From an optimization exercise on the open Yosys and OpenROAD flow, aimed at small area; shortcuts taken in it are not production practice.
Where RTL was checked, it was by simulation tests only, not by an equivalence proof against the original.
Power is estimated from default activity; no workload was simulated.

==> flow/design.v <==
`timescale 1ns/1ps
module reg_file(
    input clk,
    input [31:1] we,
    input [3:0] wdata,
    input [4:0] ra,
    input [4:0] rb,
    output [3:0] qa,
    output [3:0] qb
);
    wire [4*32-1:0] heads;
    assign heads[3:0] = 4'd0;
    genvar g;
    generate
        for (g = 1; g < 32; g = g + 1) begin : R
            reg [31:0] s;
            always @(posedge clk)
                s <= {we[g] ? wdata : s[3:0], s[31:4]};
            assign heads[g*4 +: 4] = s[3:0];
        end
    endgenerate
    assign qa = heads[ra*4 +: 4];
    assign qb = heads[rb*4 +: 4];
endmodule
`timescale 1ns/1ps
module cpu_top(
    input clk,
    input rst,
    output [31:0] imem_addr,
    input  [31:0] imem_rdata,
    output [31:0] dmem_addr,
    output [31:0] dmem_wdata,
    output        dmem_we,
    input  [31:0] dmem_rdata
);
    reg [2:0] ph;         
    reg init;             
    reg r2;               
    reg st_pend;          
    reg c;                
    reg eq;               
    reg [31:2] pc;
    reg [31:0] adr;       
    reg [31:0] wd;        
    assign imem_addr  = {pc, 2'b00};
    assign dmem_addr  = adr;
    assign dmem_wdata = wd;
    assign dmem_we    = st_pend;
    wire [31:0] ins = imem_rdata;
    wire [5:0] op  = ins[31:26];
    wire [4:0] rs  = ins[25:21];
    wire [4:0] rt  = ins[20:16];
    wire [4:0] rd  = ins[15:11];
    wire [5:0] fn  = ins[5:0];
    wire is_r    = op == 6'd0;
    wire is_lw   = op == 6'd35;
    wire is_sw   = op == 6'd43;
    wire is_beq  = op == 6'd4;
    wire is_addi = op == 6'd8;
    wire f_sub = fn == 6'h22;
    wire f_and = fn == 6'h24;
    wire f_or  = fn == 6'h25;
    wire f_xor = fn == 6'h26;
    wire f_slt = fn == 6'h2A;
    wire ph0  = ph == 3'd0;
    wire last = ph == 3'd7;
    wire [3:0] qa, qb;
    reg  [3:0] wnib;
    wire wen;
    wire [4:0] wa = is_r ? rd : rt;
    wire [31:1] we;
    wire [3:0] we_hi;
    wire [7:0] we_lo;
    genvar g;
    generate
        for (g = 0; g < 4; g = g + 1) begin : WH
            assign we_hi[g] = init | (wen & (wa[4:3] == g));
        end
        for (g = 0; g < 8; g = g + 1) begin : WL
            assign we_lo[g] = init | (wa[2:0] == g);
        end
        for (g = 1; g < 32; g = g + 1) begin : WE
            assign we[g] = we_hi[g >> 3] & we_lo[g & 7];
        end
    endgenerate
    reg_file rf(.clk(clk), .we(we), .wdata(wnib), .ra(rs), .rb(rt), .qa(qa), .qb(qb));
    wire [31:0] simm = {{16{ins[15]}}, ins[15:0]};
    wire [31:0] bimm = {simm[29:0], 2'b00};
    wire [31:0] pcw  = {pc, 2'b00};
    wire [3:0] imm_nib  = simm[ph*4 +: 4];
    wire [3:0] bimm_nib = bimm[ph*4 +: 4];
    wire [3:0] pc_nib   = pcw[ph*4 +: 4];
    wire tgt     = r2 & is_beq;                  
    wire use_imm = is_addi | is_lw | is_sw;
    wire do_sub  = is_r & (f_sub | f_slt);
    wire [3:0] a  = tgt ? (ph0 ? {pc[3:2], 2'b11} : pc_nib) : qa;
    wire [3:0] b0 = tgt ? bimm_nib : (use_imm ? imm_nib : qb);
    wire [3:0] b  = do_sub ? ~b0 : b0;
    wire cin = ph0 ? (do_sub | tgt) : c;
    wire [4:0] sum = {1'b0, a} + {1'b0, b} + {4'd0, cin};
    wire [3:0] x = a ^ b0;
    reg [3:0] res;
    always @(*) begin
        if (is_r & f_and)      res = a & b0;
        else if (is_r & f_or)  res = a | b0;
        else if (is_r & f_xor) res = x;
        else                   res = sum[3:0];
    end
    wire eq_now = (ph0 | eq) & (x == 4'd0);
    wire need_r2 = (is_r & f_slt) | is_lw | is_beq;
    assign wen = ~init & (r2 ? ((is_r & f_slt) | is_lw)
                             : ((is_r & ~f_slt) | is_addi));
    always @(*) begin
        if (init)       wnib = 4'd0;
        else if (!r2)   wnib = res;
        else if (is_lw) wnib = ph0 ? dmem_rdata[3:0] : adr[3:0];
        else            wnib = {3'd0, ph0 & ~c};
    end
    wire cap = r2 & is_lw & ph0;
    wire pc_en = last & ~init & (r2 | ~need_r2);
    wire [31:0] tnext = {res, adr[31:4]};
    always @(posedge clk) begin
        c   <= sum[4];
        if (!r2) eq <= eq_now;
        adr <= {res, cap ? dmem_rdata[31:4] : adr[31:4]};
        wd  <= {qb, wd[31:4]};
    end
    always @(posedge clk or posedge rst) begin
        if (rst) begin
            ph <= 3'd0; init <= 1'b1; r2 <= 1'b0; st_pend <= 1'b0; pc <= 30'd0;
        end else begin
            ph <= ph + 3'd1;
            st_pend <= ~init & ~r2 & is_sw & last;
            if (pc_en & tgt & eq)
                pc <= tnext[31:2];
            else
                pc <= pc + {29'd0, pc_en};
            if (last) begin
                init <= 1'b0;
                if (!init)
                    r2 <= ~r2 & need_r2;
            end
        end
    end
endmodule
Settings: LEC_CHECK=0, CAP_MARGIN=20, CORE_MARGIN=2, CORE_UTILIZATION=72, SLEW_MARGIN=20; clock period 7.0 ns.
standard.sh (not shown) runs the stock make flow with config.mk's settings and CLKGATE_MAP_FILE= SYNTH_SCRIPT=/design/flow/synth_recipe.tcl, a recipe that flattens the netlist after the stock synthesis.
==> flow/flow/run.sh <==
#!/bin/bash
# The standard ORFS flow with three changes to how the layout is made:
#  - synthesis maps the logic with an area-oriented ABC script (flow/area.abc) and
#    leaves adders to ABC instead of mapping them to adder cells first; everything
#    else in synthesis, flip-flop mapping included, is the standard one;
#  - port buffers are buf_1;
#  - the clock tree is built from clkbuf_4 with small clusters and no dummy loads.
# Each step's full output goes to a log of its own in this folder.
set -euo pipefail
W=$(pwd)
cat > "$W/area_synth.tcl" <<EOT
# The standard flow's synthesis script, with ABC's mapping script replaced by flow/area.abc
proc abc {args} {
  set out {}
  set skip 0
  foreach a \$args {
    if {\$skip} { set skip 0; continue }
    if {\$a eq "-script" || \$a eq "-D"} { set skip 1; continue }
    lappend out \$a
  }
  yosys abc -script $W/flow/area.abc {*}\$out
}
source $W/synth_recipe.tcl
EOT
bash standard.sh "SYNTH_SCRIPT=$W/area_synth.tcl" "ADDER_MAP_FILE=" synth > synth.log 2>&1
bash standard.sh \
  "SYNTH_SCRIPT=$W/area_synth.tcl" "ADDER_MAP_FILE=" \
  "BUFFER_PORTS_ARGS=-buffer_cell sky130_fd_sc_hd__buf_1" \
  "CTS_ARGS=-sink_clustering_enable -repair_clock_nets -dont_use_dummy_load -buf_list sky130_fd_sc_hd__clkbuf_4 -sink_clustering_size 9 -sink_clustering_max_diameter 36" \
  finish > layout.log 2>&1
==> flow/flow/area.abc <==
strash
&get -n
&st
&syn2
&dch -f
&nf -R 1000
&put
strash
&get -n
&st
&syn2
&dch -f
&nf -R 1000
&put
Change:
--- a/flow/design.v
+++ b/flow/design.v
@@ -18,10 +18,20 @@
                 s <= {we[g] ? wdata : s[3:0], s[31:4]};
             assign heads[g*4 +: 4] = s[3:0];
         end
     endgenerate
-    assign qa = heads[ra*4 +: 4];
-    assign qb = heads[rb*4 +: 4];
+    reg [3:0] qa_r, qb_r;
+    integer i;
+    always @(*) begin
+        qa_r = 4'd0;
+        qb_r = 4'd0;
+        for (i = 1; i < 32; i = i + 1) begin
+            qa_r = qa_r | (heads[i*4 +: 4] & {4{ra == i}});
+            qb_r = qb_r | (heads[i*4 +: 4] & {4{rb == i}});
+        end
+    end
+    assign qa = qa_r;
+    assign qb = qb_r;
 endmodule
 `timescale 1ns/1ps
 module cpu_top(
     input clk,
Result:
- worst setup slack gets worse by 360 ps
- via count rises by about 17%
- design area falls by about 0.6%
- worst hold slack barely changes
- sequential power falls by about 2%
- wire length rises by 33%
- area after synthesis falls by 0.56%
- critical path depth falls by 1
- utilization stays flat
No functional check of the RTL was part of the second run of this note.

* * *

lane 1:
RTL: the design.v shown in full above, as it stands there.
==> flow/config.mk <==
export PLATFORM = sky130hd
export DESIGN_NAME = cpu_top
export DESIGN_NICKNAME = cpu_top
export VERILOG_FILES = /design/flow/design.v
export SDC_FILE = /design/flow/constraint.sdc
export NUM_CORES = 4
export LEC_CHECK = 0
export CAP_MARGIN = 20
export CORE_MARGIN = 2
export CORE_UTILIZATION = 72
export SLEW_MARGIN = 20
==> flow/constraint.sdc <==
create_clock -name core_clock -period 7.0 [get_ports {clk}]
set_input_delay 1.4000 -clock core_clock [delete_from_list [all_inputs] [get_ports {clk}]]
set_output_delay 1.4000 -clock core_clock [all_outputs]
set_load 0.01 [all_outputs]
==> flow/flow/run.sh <==
#!/bin/bash
# The standard ORFS flow with three changes to how the layout is made:
#  - synthesis maps the logic with an area-oriented ABC script (flow/area.abc);
#    everything else in synthesis, flip-flop mapping included, is the standard one;
#  - port buffers are buf_1;
#  - the clock tree is built from clkbuf_4 with small clusters and no dummy loads.
# Each step's full output goes to a log of its own in this folder.
set -euo pipefail
W=$(pwd)
cat > "$W/area_synth.tcl" <<EOT
# The standard flow's synthesis script, with ABC's mapping script replaced by flow/area.abc
proc abc {args} {
  set out {}
  set skip 0
  foreach a \$args {
    if {\$skip} { set skip 0; continue }
    if {\$a eq "-script" || \$a eq "-D"} { set skip 1; continue }
    lappend out \$a
  }
  yosys abc -script $W/flow/area.abc {*}\$out
}
source $W/synth_recipe.tcl
EOT
bash standard.sh "SYNTH_SCRIPT=$W/area_synth.tcl" synth > synth.log 2>&1
bash standard.sh \
  "SYNTH_SCRIPT=$W/area_synth.tcl" \
  "BUFFER_PORTS_ARGS=-buffer_cell sky130_fd_sc_hd__buf_1" \
  "CTS_ARGS=-sink_clustering_enable -repair_clock_nets -dont_use_dummy_load -buf_list sky130_fd_sc_hd__clkbuf_4 -sink_clustering_size 10 -sink_clustering_max_diameter 40" \
  finish > layout.log 2>&1
Scripts as last shown in full above: flow/flow/area.abc
Lane 1 went all the way through the flow, and no timing, DRC or antenna check failed.
### lane 1 -> lane 2
--- a/flow/design.v
+++ b/flow/design.v
@@ -36,16 +36,12 @@
     reg [2:0] ph;         
     reg init;             
     reg r2;               
-    reg st_pend;          
     reg c;                
     reg eq;               
     reg [31:2] pc;
     reg [31:0] adr;       
-    reg [31:0] wd;        
+    reg [27:0] wd;        
     assign imem_addr  = {pc, 2'b00};
-    assign dmem_addr  = adr;
-    assign dmem_wdata = wd;
-    assign dmem_we    = st_pend;
     wire [31:0] ins = imem_rdata;
     wire [5:0] op  = ins[31:26];
     wire [4:0] rs  = ins[25:21];
@@ -85,18 +81,13 @@
     endgenerate
     reg_file rf(.clk(clk), .we(we), .wdata(wnib), .ra(rs), .rb(rt), .qa(qa), .qb(qb));
     wire [31:0] simm = {{16{ins[15]}}, ins[15:0]};
-    wire [31:0] bimm = {simm[29:0], 2'b00};
-    wire [31:0] pcw  = {pc, 2'b00};
-    wire [3:0] imm_nib  = simm[ph*4 +: 4];
-    wire [3:0] bimm_nib = bimm[ph*4 +: 4];
-    wire [3:0] pc_nib   = pcw[ph*4 +: 4];
-    wire tgt     = r2 & is_beq;                  
+    wire [3:0] imm_nib = simm[ph*4 +: 4];
     wire use_imm = is_addi | is_lw | is_sw;
     wire do_sub  = is_r & (f_sub | f_slt);
-    wire [3:0] a  = tgt ? (ph0 ? {pc[3:2], 2'b11} : pc_nib) : qa;
-    wire [3:0] b0 = tgt ? bimm_nib : (use_imm ? imm_nib : qb);
+    wire [3:0] a  = qa;
+    wire [3:0] b0 = use_imm ? imm_nib : qb;
     wire [3:0] b  = do_sub ? ~b0 : b0;
-    wire cin = ph0 ? (do_sub | tgt) : c;
+    wire cin = ph0 ? do_sub : c;
     wire [4:0] sum = {1'b0, a} + {1'b0, b} + {4'd0, cin};
     wire [3:0] x = a ^ b0;
     reg [3:0] res;
@@ -106,6 +97,9 @@
         else if (is_r & f_xor) res = x;
         else                   res = sum[3:0];
     end
+    assign dmem_addr  = {res, adr[31:4]};
+    assign dmem_wdata = {qb, wd};
+    assign dmem_we    = last & ~init & ~r2 & is_sw;
     wire eq_now = (ph0 | eq) & (x == 4'd0);
     wire need_r2 = (is_r & f_slt) | is_lw | is_beq;
     assign wen = ~init & (r2 ? ((is_r & f_slt) | is_lw)
@@ -113,28 +107,24 @@
     always @(*) begin
         if (init)       wnib = 4'd0;
         else if (!r2)   wnib = res;
-        else if (is_lw) wnib = ph0 ? dmem_rdata[3:0] : adr[3:0];
+        else if (is_lw) wnib = adr[3:0];
         else            wnib = {3'd0, ph0 & ~c};
     end
-    wire cap = r2 & is_lw & ph0;
+    wire cap = last & ~init & ~r2 & is_lw;
     wire pc_en = last & ~init & (r2 | ~need_r2);
-    wire [31:0] tnext = {res, adr[31:4]};
+    wire [29:0] pc_add = (pc_en & r2 & is_beq & eq) ? simm[29:0] : 30'd0;
     always @(posedge clk) begin
         c   <= sum[4];
         if (!r2) eq <= eq_now;
-        adr <= {res, cap ? dmem_rdata[31:4] : adr[31:4]};
-        wd  <= {qb, wd[31:4]};
+        adr <= cap ? dmem_rdata : {res, adr[31:4]};
+        wd  <= {qb, wd[27:4]};
     end
     always @(posedge clk or posedge rst) begin
         if (rst) begin
-            ph <= 3'd0; init <= 1'b1; r2 <= 1'b0; st_pend <= 1'b0; pc <= 30'd0;
+            ph <= 3'd0; init <= 1'b1; r2 <= 1'b0; pc <= 30'd0;
         end else begin
             ph <= ph + 3'd1;
-            st_pend <= ~init & ~r2 & is_sw & last;
-            if (pc_en & tgt & eq)
-                pc <= tnext[31:2];
-            else
-                pc <= pc + {29'd0, pc_en};
+            pc <= pc + pc_add + {29'd0, pc_en};
             if (last) begin
                 init <= 1'b0;
                 if (!init)
Notes after the runs:
When lane 2 is measured against lane 1, its path depth of the worst reg2reg path turns out 3 higher.
[compare] base=lane 1 new=lane 2: clock buffer instance count of the final layout went down 1, number of DRC markers in iteration 0 went down 307, utilization of the core after routing went down 1.2 points.
The synthesized cell count reported for lane 2 is greater than that of lane 1 by 4.9%.
Function not checked in lane 2: the RTL went through the layout flow alone.

re-timing with driven ports:
No port has a modelled driver above. Below, the same layouts with a new extraction and two added sets of constraints.
Step 1 assumes that a clkbuf_16 drives the clock port and a buf_2 every other input.
Step 2 times the ports against the registers' clock, not the clock port: input delays grow and output delays shrink by t, the midpoint of the rising clock arrivals with the driver on.
a / b / c = ideal ports / drivers / drivers and shift; a / b = the first two.
run	t, ns	setup slack, ns	hold WS [ns]	worst slew at a driven data input, ns	cell pins on the clock port's net
the first run of note 1	0.889	1.235 / 1.223 / 0.334	0.271 / 0.271 / 0.271	0.12	1
the second run of note 1	0.911	0.871 / 0.865 / -0.046	0.272 / 0.272 / 0.272	0.08	1
lane 1	0.885	1.610 / 1.605 / 0.720	0.292 / 0.292 / 0.292	0.09	1
lane 2	0.861	0.320 / 0.260 / 0.222	0.267 / 0.267 / 0.267	0.09	1
Met with ideal ports but missed after step 2: setup timing in the second run of note 1. For the second run of note 1, which loses most, drivers alone change the setup slack by -0.006 ns; drivers and shift together by -0.917 ns.
